Context: an optimization exercise on an open-source flow, tuned for small area, a short achievable clock period and few clock cycles per item. The choices shown serve that exercise and are no tape-out recipe. At most, simulation tests tie the RTL to the original design; equivalence was not proved. Power and IR drop assume default switching activity.

## mp_adder
module mp_adder (
    input  wire         iAddSub,
    input  wire         iClk,
    input  wire         iRst,
    input  wire         iStart,
    input  wire [511:0] iOpA,
    input  wire [511:0] iOpB,
    output wire [512:0] oRes,
    output wire         oDone);
==> flow/config.mk <==
export PLATFORM = sky130hd
export DESIGN_NAME = mp_adder
export DESIGN_NICKNAME = mp_adder
export VERILOG_FILES = /design/flow/design.v
export SDC_FILE = /design/flow/constraint.sdc
export NUM_CORES = 4
export LEC_CHECK = 0
export CAP_MARGIN = 0
export CORE_AREA = 10 10 460 460
export DIE_AREA = 0 0 470 470
export GPL_TIMING_DRIVEN = 0
export SETUP_SLACK_MARGIN = 0.8
export SLEW_MARGIN = 0
export SYNTH_HIERARCHICAL = 1
==> flow/constraint.sdc <==
create_clock -name core_clock -period 5.0 [get_ports {iClk}]
set_input_delay 1.0000 -clock core_clock [delete_from_list [all_inputs] [get_ports {iClk}]]
set_output_delay 1.0000 -clock core_clock [all_outputs]
set_load 0.01 [all_outputs]
standard.sh (not shown) runs the stock make flow with config.mk's settings and CLKGATE_MAP_FILE= SYNTH_SCRIPT=/design/flow/synth_recipe.tcl, a recipe that flattens the netlist after the stock synthesis.
==> flow/flow/run.sh <==
#!/bin/bash
# Standard ORFS layout (the standard.sh) with three changes to how it is done:
# - buffer_ports gives every input and output port a buf_1 cell (the resizer
#   still sizes them as timing needs) instead of the cell it picks by default;
# - the ports are placed in bit order round the die edge, each bit's
#   iOpA/iOpB/oRes side by side (flow/pinorder.tcl, before place_pins);
# - before the resize step's repair_design, high-fanout nets get buffer trees
#   built from their sinks' locations (flow/pre_resize.tcl, flow/tree.tcl).
set -euo pipefail
export BUFFER_PORTS_ARGS="-buffer_cell sky130_fd_sc_hd__buf_1"
export PRE_IO_PLACEMENT_TCL="$(pwd)/flow/pinorder.tcl"
export PRE_RESIZE_TCL="$(pwd)/flow/pre_resize.tcl"
bash standard.sh > standard_flow.log 2>&1
Other scripts of this flow, unchanged in this note and not shown: flow/flow/pinorder.tcl, flow/flow/pre_resize.tcl, flow/flow/tree.tcl
The first run produced a clean layout.
Testbench counts at the start, summed over its fixed seeds: cycles 768, items 384.
Rerun with:
- CAP_MARGIN: 0 -> 20
- CORE_AREA: 10 10 460 460 -> 10 10 442 442
- DIE_AREA: 0 0 470 470 -> 0 0 452 452
- SLEW_MARGIN: 0 -> 20
Result: First-iteration DRC count came out higher by 46%; hold slack gets better by 0.021 ns; power went up by 1.8%; wire length goes up by 4.9%; non-clock buffer count came out higher by 45; sequential share of layout area hardly moves; via count went up by 3.5%; maximum frequency came out lower by 1.6%; critical path depth falls by 4.

========
old:
mp_adder, a different RTL version from the one above (not shown whole).
Size: about 4300 cells after synthesis, roughly 0.032 sq mm of cells after synthesis.
export LEC_CHECK = 0
export CAP_MARGIN = 20
export CORE_AREA = 10 10 550 550
export DIE_AREA = 0 0 560 560
export GPL_TIMING_DRIVEN = 0
export SETUP_SLACK_MARGIN = 0.5
export SLEW_MARGIN = 20
export SYNTH_HIERARCHICAL = 1
create_clock -name core_clock -period 5.0 [get_ports {iClk}]
Scripts as last shown in full above: flow/flow/run.sh
Other scripts of this flow, unchanged in this note and not shown: flow/flow/pinorder.tcl, flow/flow/pre_resize.tcl, flow/flow/tree.tcl
Relative to old, the following input files were edited for new:
# old
export LEC_CHECK = 0
export CAP_MARGIN = 20
export CORE_AREA = 10 10 550 550
export DIE_AREA = 0 0 560 560
export GPL_TIMING_DRIVEN = 0
export SETUP_SLACK_MARGIN = 0.5
export SLEW_MARGIN = 20
export SYNTH_HIERARCHICAL = 1
create_clock -name core_clock -period 5.0 [get_ports {iClk}]
# new
export LEC_CHECK = 0
export CAP_MARGIN = 20
export CORE_AREA = 10 10 550 550
export DIE_AREA = 0 0 560 560
export GPL_TIMING_DRIVEN = 0
export SLEW_MARGIN = 20
export SYNTH_HIERARCHICAL = 1
create_clock -name core_clock -period 5.0 [get_ports {iClk}]
old → new: internal power consumption now smaller, hold slack decreased 0.0060 ns, HPWL after detailed placement down 600 um, final critical-path share of the clock period went up 6.3 points, count of non-CTS buffers in the layout has decreased.
When new is set beside old, its final instance area turns out to be about 3.4% smaller.
No run of this note included a check of the RTL's function; only the layout flow was run.

========
mp_adder, a different RTL version from the one above (not shown whole).
Size in the first run: roughly 4,100 cells after synthesis, about 130 flip-flops, about 1,500 I/O pins, about 31,000 µm² of cells after synthesis.
Design mp_adder, start of the top module:
module mp_adder (
    input  wire         iAddSub,
    input  wire         iClk,
    input  wire         iRst,
    input  wire         iStart,
    input  wire [511:0] iOpA,
    input  wire [511:0] iOpB,
    output wire [512:0] oRes,
    output wire         oDone);
clock: 5.0 ns
lec_check: 0
cap_margin: 20
core_area: 10 10 550 550
die_area: 0 0 560 560
gpl_timing_driven: 0
setup_slack_margin: 1.0
slew_margin: 20
synth_hierarchical: 1
==> flow/flow/run.sh <==
#!/bin/bash
# Standard ORFS layout (the standard.sh), with the port buffers that
# buffer_ports inserts on every input and output made buf_1 cells instead of
# the cell it picks by default; the resizer still sizes them as timing needs.
set -euo pipefail
export BUFFER_PORTS_ARGS="-buffer_cell sky130_fd_sc_hd__buf_1"
bash standard.sh > standard_flow.log 2>&1
Testbench counts at the start, summed over its fixed seeds: cycles 768, items 384.
Edit:
SETUP_SLACK_MARGIN = not set   (was 1.0)
- With this change the flow ran to the end with violations: negative setup slack
- total power shrinks by 15%
- worst setup slack gets worse by 0.33 ns
- die area is unchanged
Edit:
GPL_TIMING_DRIVEN = not set   (was 0)
What happened: The changed run ran to the end with no violations. First-iteration DRC count shrinks by 6.2%. Count of clock-buffer cells in the layout does not change. Maximum frequency goes up by 6.5%.

========
Setup of run 1:
mp_adder with an RTL version that a note above also has.
Size: about 30000 µm² of cells after synthesis.
clock: 5.0 ns
lec_check: 0
cap_margin: 20
core_area: 10 10 460 460
die_area: 0 0 470 470
gpl_timing_driven: 0
place_density: 0.4
setup_slack_margin: 0.8
slew_margin: 20
synth_hierarchical: 1
==> flow/flow/run.sh <==
#!/bin/bash
# Standard ORFS layout (the standard.sh) with three changes to how it is done:
# - buffer_ports gives every input and output port a buf_1 cell (the resizer
#   still sizes them as timing needs) instead of the cell it picks by default;
# - the ports are placed in bit order round the die edge, each bit's
#   iOpA/iOpB/oRes side by side (flow/pinorder.tcl, before place_pins);
# - before the resize step's repair_design, high-fanout nets get buffer trees
#   built from their sinks' locations (flow/pre_resize.tcl, flow/tree.tcl).
set -euo pipefail
export BUFFER_PORTS_ARGS="-buffer_cell sky130_fd_sc_hd__buf_1"
export PRE_IO_PLACEMENT_TCL="$(pwd)/flow/pinorder.tcl"
export PRE_RESIZE_TCL="$(pwd)/flow/pre_resize.tcl"
bash standard.sh > standard_flow.log 2>&1
==> flow/flow/pre_resize.tcl <==
# Runs inside ORFS's resize step (3_4), after global placement and before its
# repair_design: every signal net with more than 12 sinks gets a buffer tree
# built from its sinks' placed locations (flow/tree.tcl), instead of the
# chain of buffers that repair_design would lay along the net.
source [file join [file dirname [info script]] tree.tcl]
bt_all 12 12 8 {sky130_fd_sc_hd__buf_4 sky130_fd_sc_hd__buf_8}
Other scripts of this flow, unchanged in this note and not shown: flow/flow/pinorder.tcl, flow/flow/tree.tcl
Testbench counts of run 1, summed over its fixed seeds: cycles 768, items 384.
The inputs of run 2 differ from those of run 1 as listed below.
- PLACE_DENSITY: 0.4 -> 0.8
## What came out
- Topmost layer with routed signal wires = met5: run 2; topmost layer with routed signal wires = met4: run 1
- In run 2 the signal arrival time at the worst endpoint turned out 80 ps higher than in run 1.
- Setup slack in run 2 is smaller than in run 1.
- The lower routed wire length came out of run 2.
- The final cell area excluding filler cells number comes out lower for run 2 vs run 1.
- Against run 1, run 2 comes in 4 higher on number of antenna violations at the first check in global routing.
- Total power of the final layout, run 2 and run 1, lower one = run 2.
- Run 2 reached the final stage; the timing, DRC and antenna checks on its layout passed.
- The first-pass GRT wire length of run 2 was superior to that of run 1.
Inputs modified between run 2 and run 3:
- SLEW_MARGIN now 5, was 20
- PLACE_DENSITY no longer set, was 0.8
- CAP_MARGIN now 5, was 20
- CORE_AREA now 10 10 442 442, was 10 10 460 460
- DIE_AREA now 0 0 452 452, was 0 0 470 470
### Flow results
- Run 3 vs. run 2: setup slack increased 130 ps; post-layout net count flat.
- Taking run 2 as the reference, in run 3 core utilization higher, internal power lower.
Changes in run 4 relative to run 3:
- DIE_AREA now 0 0 470 470, was 0 0 452 452
- CORE_AREA now 10 10 460 460, was 10 10 442 442
- SLEW_MARGIN now 20, was 5
- CAP_MARGIN now 20, was 5
--- a/flow/flow/pre_resize.tcl
+++ b/flow/flow/pre_resize.tcl
@@ -4,3 +4,3 @@
 # chain of buffers that repair_design would lay along the net.
 source [file join [file dirname [info script]] tree.tcl]
-bt_all 12 12 8 {sky130_fd_sc_hd__buf_4 sky130_fd_sc_hd__buf_8}
+bt_all 12 12 8 {sky130_fd_sc_hd__buf_8 sky130_fd_sc_hd__buf_16}
## What came out
- Final worst-path setup slack (higher): run 3
- Between run 3 and run 4, the switching power total is higher for run 3.
- Looking at run 3 and run 4, the CTS clock-pin slew for the worst setup and hold paths is a wash.
- | met2 routing resource usage after global routing | run 4 vs run 3 | 2.7 points lower |
- Run 4 reports a lower first-pass GRT wire length than run 3 does.
- Run 4 against run 3: sequential power now sits at about the same level, worst hold slack across all endpoints -5.2 ps, routing usage on met3 went down 0.59 points.
- Compared to run 3, run 4 has global-route usage 1.2 points lower.
- Reported for run 3 and run 4, number of buffers on the longest clock path turned out identical to the last digit.

========
## job 4822
Another version of the RTL of mp_adder (not shown whole).
Size in the first run: about 6700 cells after synthesis, about 1500 I/O pins.
## mp_adder
module mp_adder (
    input  wire         iAddSub,
    input  wire         iClk,
    input  wire         iRst,
    input  wire         iStart,
    input  wire [511:0] iOpA,
    input  wire [511:0] iOpB,
    output wire [512:0] oRes,
    output wire         oDone);
export LEC_CHECK = 0
export ABC_AREA = 1
export CAP_MARGIN = 20
export CORE_AREA = 10 10 550 550
export DIE_AREA = 0 0 560 560
export SETUP_SLACK_MARGIN = 1.5
export SLEW_MARGIN = 20
create_clock -name core_clock -period 5.0 [get_ports {iClk}]
==> flow/flow/run.sh <==
#!/bin/bash
# Standard ORFS layout (the standard.sh), with the port buffers that
# buffer_ports inserts on every input and output made buf_1 cells instead of
# the cell it picks by default; the resizer still sizes them as timing needs.
set -euo pipefail
export BUFFER_PORTS_ARGS="-buffer_cell sky130_fd_sc_hd__buf_1"
bash standard.sh > standard_flow.log 2>&1
Testbench counts of job 4822, summed over its fixed seeds: cycles 768, items 384.
Edits applied to the flow inputs when going from job 4822 to job 9458:
==> flow/run.sh (new file) <==
#!/bin/bash
# synth_recipe.tcl (not shown) runs the flow's synth.tcl, then flattens the netlist and writes it again
# the make line also repeats each setting of config.mk as NAME=value (left out here)
make -C /OpenROAD-flow-scripts/flow DESIGN_CONFIG=/design/flow/config.mk WORK_HOME=/design/flow/orfs CLKGATE_MAP_FILE= SYNTH_SCRIPT=/design/flow/synth_recipe.tcl finish
diff --git a/flow/config.mk b/flow/config.mk
--- a/flow/config.mk
+++ b/flow/config.mk
@@ -12 +11,0 @@
-export SETUP_SLACK_MARGIN = 1.5
removed: flow/flow/run.sh
removed: flow/standard.sh
==> comparison <==
- Between job 9458 and job 4822, layout overhead on the synthesized area is higher for job 4822, job 9458 comes in under that.
- When the final numbers for job 9458 and job 4822 were put side by side, the power in combinational cells turned out to be smaller in job 9458.
- Depth of the critical timing path with buffers and inverters included sits higher in job 9458 than in job 4822.
- Lower part of the power in combinational logic was reported by job 9458, not job 4822.
- Of job 9458 and job 4822, it is job 9458 that has the higher data arrival time at the worst-slack endpoint.
- Final period utilization: job 9458 and job 4822 compared, lower one is job 4822
Edits applied to the flow inputs when going from job 9458 to job 9603:
==> flow/flow/run.sh (new file) <==
#!/bin/bash
# Standard ORFS layout (the standard.sh), with the port buffers that
# buffer_ports inserts on every input and output made buf_1 cells instead of
# the cell it picks by default; the resizer still sizes them as timing needs.
set -euo pipefail
export BUFFER_PORTS_ARGS="-buffer_cell sky130_fd_sc_hd__buf_1"
bash standard.sh > standard_flow.log 2>&1
==> flow/standard.sh (new file) <==
#!/bin/bash
# synth_recipe.tcl (not shown) runs the flow's synth.tcl, then flattens the netlist and writes it again
# the make line also repeats each setting of config.mk as NAME=value (left out here)
make -C /OpenROAD-flow-scripts/flow DESIGN_CONFIG=/design/flow/config.mk WORK_HOME=/design/flow/orfs CLKGATE_MAP_FILE= SYNTH_SCRIPT=/design/flow/synth_recipe.tcl "${@:-finish}"
removed: flow/run.sh
==> comparison <==
- Job 9603 vs job 9458 — number of global-route vias before repair dropped slightly
- Of job 9458 and job 9603, job 9603 shows the higher critical path depth, with job 9458 below it.
- Total power went down by more than 10% going from job 9458 to job 9603.
- In terms of clock-pin slew on the worst setup and hold paths, job 9458 and job 9603 differ only marginally.

========
Another version of the RTL of mp_adder (not shown whole).
Size in the first run: roughly 3600 cells after synthesis.
clock: 5.0 ns
lec_check: 0
cap_margin: 20
core_area: 10 10 460 460
die_area: 0 0 470 470
gpl_timing_driven: 0
setup_slack_margin: 0.5
slew_margin: 20
synth_hierarchical: 1
==> flow/flow/run.sh <==
#!/bin/bash
# Standard ORFS layout (the standard.sh) with three changes to how it is done:
# - buffer_ports gives every input and output port a buf_1 cell (the resizer
#   still sizes them as timing needs) instead of the cell it picks by default;
# - the ports are placed in bit order round the die edge, each bit's
#   iOpA/iOpB/oRes side by side (flow/pinorder.tcl, before place_pins);
# - before the resize step's repair_design, high-fanout nets get buffer trees
#   built from their sinks' locations (flow/pre_resize.tcl, flow/tree.tcl).
set -euo pipefail
export BUFFER_PORTS_ARGS="-buffer_cell sky130_fd_sc_hd__buf_1"
export PRE_IO_PLACEMENT_TCL="$(pwd)/flow/pinorder.tcl"
export PRE_RESIZE_TCL="$(pwd)/flow/pre_resize.tcl"
bash standard.sh > standard_flow.log 2>&1
==> flow/flow/pre_resize.tcl <==
# Runs inside ORFS's resize step (3_4), after global placement and before its
# repair_design: every signal net with more than 8 sinks gets a buffer tree
# built from its sinks' placed locations (flow/tree.tcl), instead of the
# chain of buffers that repair_design would lay along the net.
source [file join [file dirname [info script]] tree.tcl]
bt_all 8 8 6 {sky130_fd_sc_hd__buf_4 sky130_fd_sc_hd__buf_8}
Other scripts of this flow, unchanged in this note and not shown: flow/flow/pinorder.tcl, flow/flow/tree.tcl
Testbench counts at the start, summed over its fixed seeds: cycles 768, items 384.
Then changed:
==> flow/flow/pre_resize.tcl (replaced) <==
# Runs inside ORFS's resize step (3_4), after global placement and before its
# repair_design: every signal net with more than 12 sinks gets a buffer tree
# built from its sinks' placed locations (flow/tree.tcl), instead of the
# chain of buffers that repair_design would lay along the net.
source [file join [file dirname [info script]] tree.tcl]
bt_all 12 12 8 {sky130_fd_sc_hd__buf_4 sky130_fd_sc_hd__buf_8}
What happened: Total power shrinks by 1.3%; setup slack gets better by 36 ps; core utilization decreases by 0.44 points; combinational power drops by about 2%; cell area fell by 2.2%; wire length decreases by 2.6%.
Then changed:
Settings changed: SETUP_SLACK_MARGIN 0.5 to 0.65.
Result:
- die area stays the same
- combinational power is about the same
- area after synthesis does not change
- setup slack improves by 22 ps
- cell count hardly moves
- global-route usage hardly moves
- design area grows by about 0.4%
- first-iteration DRC count increases by about 8%
- hold slack stays flat

========
build 7:
mp_adder with an RTL version that a note above also has.
For scale: ~3,600 cells after synthesis, about 130 flip-flops, roughly 30,000 um^2 of cells after synthesis.
==> flow/config.mk <==
export PLATFORM = sky130hd
export DESIGN_NAME = mp_adder
export DESIGN_NICKNAME = mp_adder
export VERILOG_FILES = /design/flow/design.v
export SDC_FILE = /design/flow/constraint.sdc
export NUM_CORES = 4
export LEC_CHECK = 0
export CAP_MARGIN = 5
export CORE_AREA = 10 10 460 460
export DIE_AREA = 0 0 470 470
export GPL_TIMING_DRIVEN = 0
export SETUP_SLACK_MARGIN = 0.9
export SLEW_MARGIN = 5
export SYNTH_HIERARCHICAL = 1
==> flow/constraint.sdc <==
create_clock -name core_clock -period 5.0 [get_ports {iClk}]
set_input_delay 1.0000 -clock core_clock [delete_from_list [all_inputs] [get_ports {iClk}]]
set_output_delay 1.0000 -clock core_clock [all_outputs]
set_load 0.01 [all_outputs]
==> flow/flow/pinorder.tcl <==
# Place the ports in bit order around the die: bit i's iOpA[i], iOpB[i] and
# oRes[i] sit next to each other, bits 0..511 go round the die edge (bottom
# left to right, right edge upwards, top right to left, left edge downwards),
# and the control ports fill the gap between bit 511 and bit 0.
proc po_slots {} {
  set block [ord::get_db_block]
  set die [$block getDieArea]
  set dbu [$block getDbUnitsPerMicron]
  set W [expr {[$die xMax] / double($dbu)}]
  set H [expr {[$die yMax] / double($dbu)}]
  set m 10.0
  set slots {}
  # bottom: met2 tracks x = 0.23 + 0.46k, two tracks apart
  for {set x [expr {0.23 + 0.46 * ceil(($m - 0.23) / 0.46)}]} {$x <= $W - $m} {set x [expr {$x + 0.92}]} {
    lappend slots [list met2 $x 0.0]
  }
  # right: met3 tracks y = 0.34 + 0.68k
  for {set y [expr {0.34 + 0.68 * ceil(($m - 0.34) / 0.68)}]} {$y <= $H - $m} {set y [expr {$y + 1.36}]} {
    lappend slots [list met3 $W $y]
  }
  # top, right to left
  set top {}
  for {set x [expr {0.23 + 0.46 * ceil(($m - 0.23) / 0.46)}]} {$x <= $W - $m} {set x [expr {$x + 0.92}]} {
    lappend top [list met2 $x $H]
  }
  set slots [concat $slots [lreverse $top]]
  # left, top to bottom
  set left {}
  for {set y [expr {0.34 + 0.68 * ceil(($m - 0.34) / 0.68)}]} {$y <= $H - $m} {set y [expr {$y + 1.36}]} {
    lappend left [list met3 0.0 $y]
  }
  return [concat $slots [lreverse $left]]
}

proc po_place {name slot} {
  lassign $slot layer x y
  if {$layer == "met2"} { set sz {0.14 0.485} } else { set sz {0.8 0.3} }
  place_pin -pin_name $name -layer $layer -location [list $x $y] -pin_size $sz -force_to_die_boundary
}

proc po_all {} {
  set slots [po_slots]
  set ns [llength $slots]
  set ctrl {iClk iRst iStart iAddSub oDone oRes[512]}
  # bits spread evenly over the ring, leaving room for the control ports at the end
  set nbits 512
  set used [expr {3 * $nbits + [llength $ctrl]}]
  if {$used > $ns} { error "pinorder: $used ports but only $ns slots" }
  set step [expr {double($ns - [llength $ctrl]) / $nbits}]
  for {set i 0} {$i < $nbits} {incr i} {
    set s [expr {int(floor($i * $step))}]
    po_place "iOpA\[$i\]" [lindex $slots $s]
    po_place "iOpB\[$i\]" [lindex $slots [expr {$s + 1}]]
    po_place "oRes\[$i\]" [lindex $slots [expr {$s + 2}]]
  }
  set s [expr {$ns - [llength $ctrl]}]
  foreach c $ctrl {
    po_place $c [lindex $slots $s]
    incr s
  }
  puts "pinorder: placed [expr {3 * $nbits + [llength $ctrl]}] ports on $ns slots"
}
po_all
Scripts as last shown in full above: flow/flow/run.sh
Other scripts of this flow, unchanged in this note and not shown: flow/flow/pre_resize.tcl, flow/flow/tree.tcl
Per the final summary, build 7 finished and its layout is clean on timing, DRC and antenna.
Testbench counts of build 7, summed over its fixed seeds: cycles 768, items 384.
Edits applied to the flow inputs when going from build 7 to build 9:
Settings: swapping 5 for 20 in CAP_MARGIN; swapping 0.9 for 0.8 in SETUP_SLACK_MARGIN; swapping 5 for 20 in SLEW_MARGIN.
diff --git a/flow/flow/pinorder.tcl b/flow/flow/pinorder.tcl
--- a/flow/flow/pinorder.tcl
+++ b/flow/flow/pinorder.tcl
@@ -2,5 +2,6 @@
 # oRes[i] sit next to each other, bits 0..511 go round the die edge (bottom
 # left to right, right edge upwards, top right to left, left edge downwards),
-# and the control ports fill the gap between bit 511 and bit 0.
+# and the control ports fill the gap between bit 511 and bit 0, in the
+# middle of the left edge.
 proc po_slots {} {
   set block [ord::get_db_block]
@@ -42,4 +43,11 @@
   set slots [po_slots]
   set ns [llength $slots]
+  # start the ring at the middle of the left edge, so that the control ports
+  # (placed last) sit in the middle of the left edge, as close to the die
+  # centre as an edge port can be
+  set nl 0
+  foreach sl $slots { if {[lindex $sl 0] == "met3" && [lindex $sl 1] == 0.0} { incr nl } }
+  set rot [expr {$ns - $nl / 2 + 3}]
+  set slots [concat [lrange $slots $rot end] [lrange $slots 0 [expr {$rot - 1}]]]
   set ctrl {iClk iRst iStart iAddSub oDone oRes[512]}
   # bits spread evenly over the ring, leaving room for the control ports at the end
--- outcome ---
Re multi-input combinational cell count: no difference whatsoever between build 9 and build 7. In build 9 relative to build 7, static leakage power had gone down slightly. | wire length of the first global-routing pass | build 9 vs build 7 | better |. Build 7 -> build 9: via count flat. The global-route usage was comparable across build 7 and build 9. Changes observed in build 9 relative to build 7: ratio of final minimum period to clock period went up by 1.9 points, area of combinational cells with multiple inputs was more or less identical, maximum fanout count along the critical path went down by 4. In terms of non-clock buffer count, build 9 and build 7 differ only marginally.
The inputs of build 82 differ from those of build 9 as listed below.
Settings: SETUP_SLACK_MARGIN now 1.1, was 0.8.
diff --git a/flow/flow/pinorder.tcl b/flow/flow/pinorder.tcl
--- a/flow/flow/pinorder.tcl
+++ b/flow/flow/pinorder.tcl
@@ -2,6 +2,5 @@
 # oRes[i] sit next to each other, bits 0..511 go round the die edge (bottom
 # left to right, right edge upwards, top right to left, left edge downwards),
-# and the control ports fill the gap between bit 511 and bit 0, in the
-# middle of the left edge.
+# and the control ports fill the gap between bit 511 and bit 0.
 proc po_slots {} {
   set block [ord::get_db_block]
@@ -43,11 +42,4 @@
   set slots [po_slots]
   set ns [llength $slots]
-  # start the ring at the middle of the left edge, so that the control ports
-  # (placed last) sit in the middle of the left edge, as close to the die
-  # centre as an edge port can be
-  set nl 0
-  foreach sl $slots { if {[lindex $sl 0] == "met3" && [lindex $sl 1] == 0.0} { incr nl } }
-  set rot [expr {$ns - $nl / 2 + 3}]
-  set slots [concat [lrange $slots $rot end] [lrange $slots 0 [expr {$rot - 1}]]]
   set ctrl {iClk iRst iStart iAddSub oDone oRes[512]}
   # bits spread evenly over the ring, leaving room for the control ports at the end
[summary]
- Build 82 closes out successfully: all stages finished, all timing, DRC and antenna checks passed.
- Going from build 9 to build 82, total power higher, worst slew margin relative to its limit lower, share of total power in combinational logic higher.
- In terms of global-route usage, build 82 and build 9 differ only marginally.
- Re final instance count without filler cells: build 82 is 3.4% up on build 9.
- Final weighted congestion in routability-driven placement (build 82 vs. build 9) increases slightly
--- input diff build 82..build 84 ---
Settings: changing SETUP_SLACK_MARGIN from 1.1 to 0.9.
[summary]
Going from build 82 to build 84, the wire length was found to have gone down by about 2.7%.
In the reports for build 84 and build 82, the smaller register share of the cell area belongs to build 82.
In build 84, the total power after layout came out 5.9% below the value in build 82.

-- static timing again, ports no longer ideal --
Ports are ideal in the flow. The routed layouts listed here were re-timed in OpenROAD.
Step 1 (the two cells are an assumption about what drives the block):
set clk [get_ports {iClk}]
set_driving_cell -lib_cell sky130_fd_sc_hd__clkbuf_16 $clk
set_driving_cell -lib_cell sky130_fd_sc_hd__buf_2 [delete_from_list [all_inputs] $clk]
Step 2 times the ports against the registers' clock, not the clock port: input delays grow and output delays shrink by t, the midpoint of the rising clock arrivals with the driver on.
Three values: ideal, step 1, step 2; two values: the first two.
run	shift t [ns]	setup slack, ns	slew at the worst register clock pin (ns)
the first run of note 1	0.611	0.890 / 0.803 / 0.271	0.08 / 0.08
the second run of note 1	0.593	0.824 / 0.769 / 0.278	0.08 / 0.08
old	0.652	0.573 / 0.585 / -0.041	0.08 / 0.08
new	0.651	0.260 / 0.308 / -0.343	0.08 / 0.08
the first run of note 3	0.653	0.308 / 0.244 / -0.317	0.10 / 0.10
the second run of note 3	0.640	-0.022 / -0.080 / -0.637	0.10 / 0.10
the third run of note 3	0.654	0.286 / 0.213 / -0.080	0.10 / 0.10
run 1	0.604	0.802 / 0.750 / 0.209	0.09 / 0.09
run 2	0.601	0.746 / 0.763 / 0.162	0.08 / 0.08
run 3	0.597	0.873 / 0.795 / 0.260	0.08 / 0.08
run 4	0.608	0.811 / 0.796 / 0.237	0.08 / 0.08
job 4822	0.649	1.014 / 0.971 / 0.752	0.09 / 0.09
job 9458	0.641	0.200 / 0.090 / -0.043	0.09 / 0.09
job 9603	0.645	0.568 / 0.445 / -0.030	0.08 / 0.08
the first run of note 6	0.600	0.566 / 0.594 / -0.006	0.08 / 0.08
the second run of note 6	0.588	0.602 / 0.629 / 0.041	0.07 / 0.07
the third run of note 6	0.603	0.625 / 0.659 / 0.055	0.08 / 0.08
build 7	0.611	0.896 / 0.874 / 0.303	0.08 / 0.08
build 9	0.583	0.803 / 0.760 / 0.245	0.08 / 0.08
build 82	0.605	0.897 / 0.826 / 0.346	0.08 / 0.08
build 84	0.606	0.854 / 0.787 / 0.269	0.08 / 0.08
With both steps, setup timing fails in 7 of these runs, where it was met with ideal ports. For the first run of note 3, which loses most, drivers alone change the setup slack by -0.064 ns; drivers and shift together by -0.625 ns.
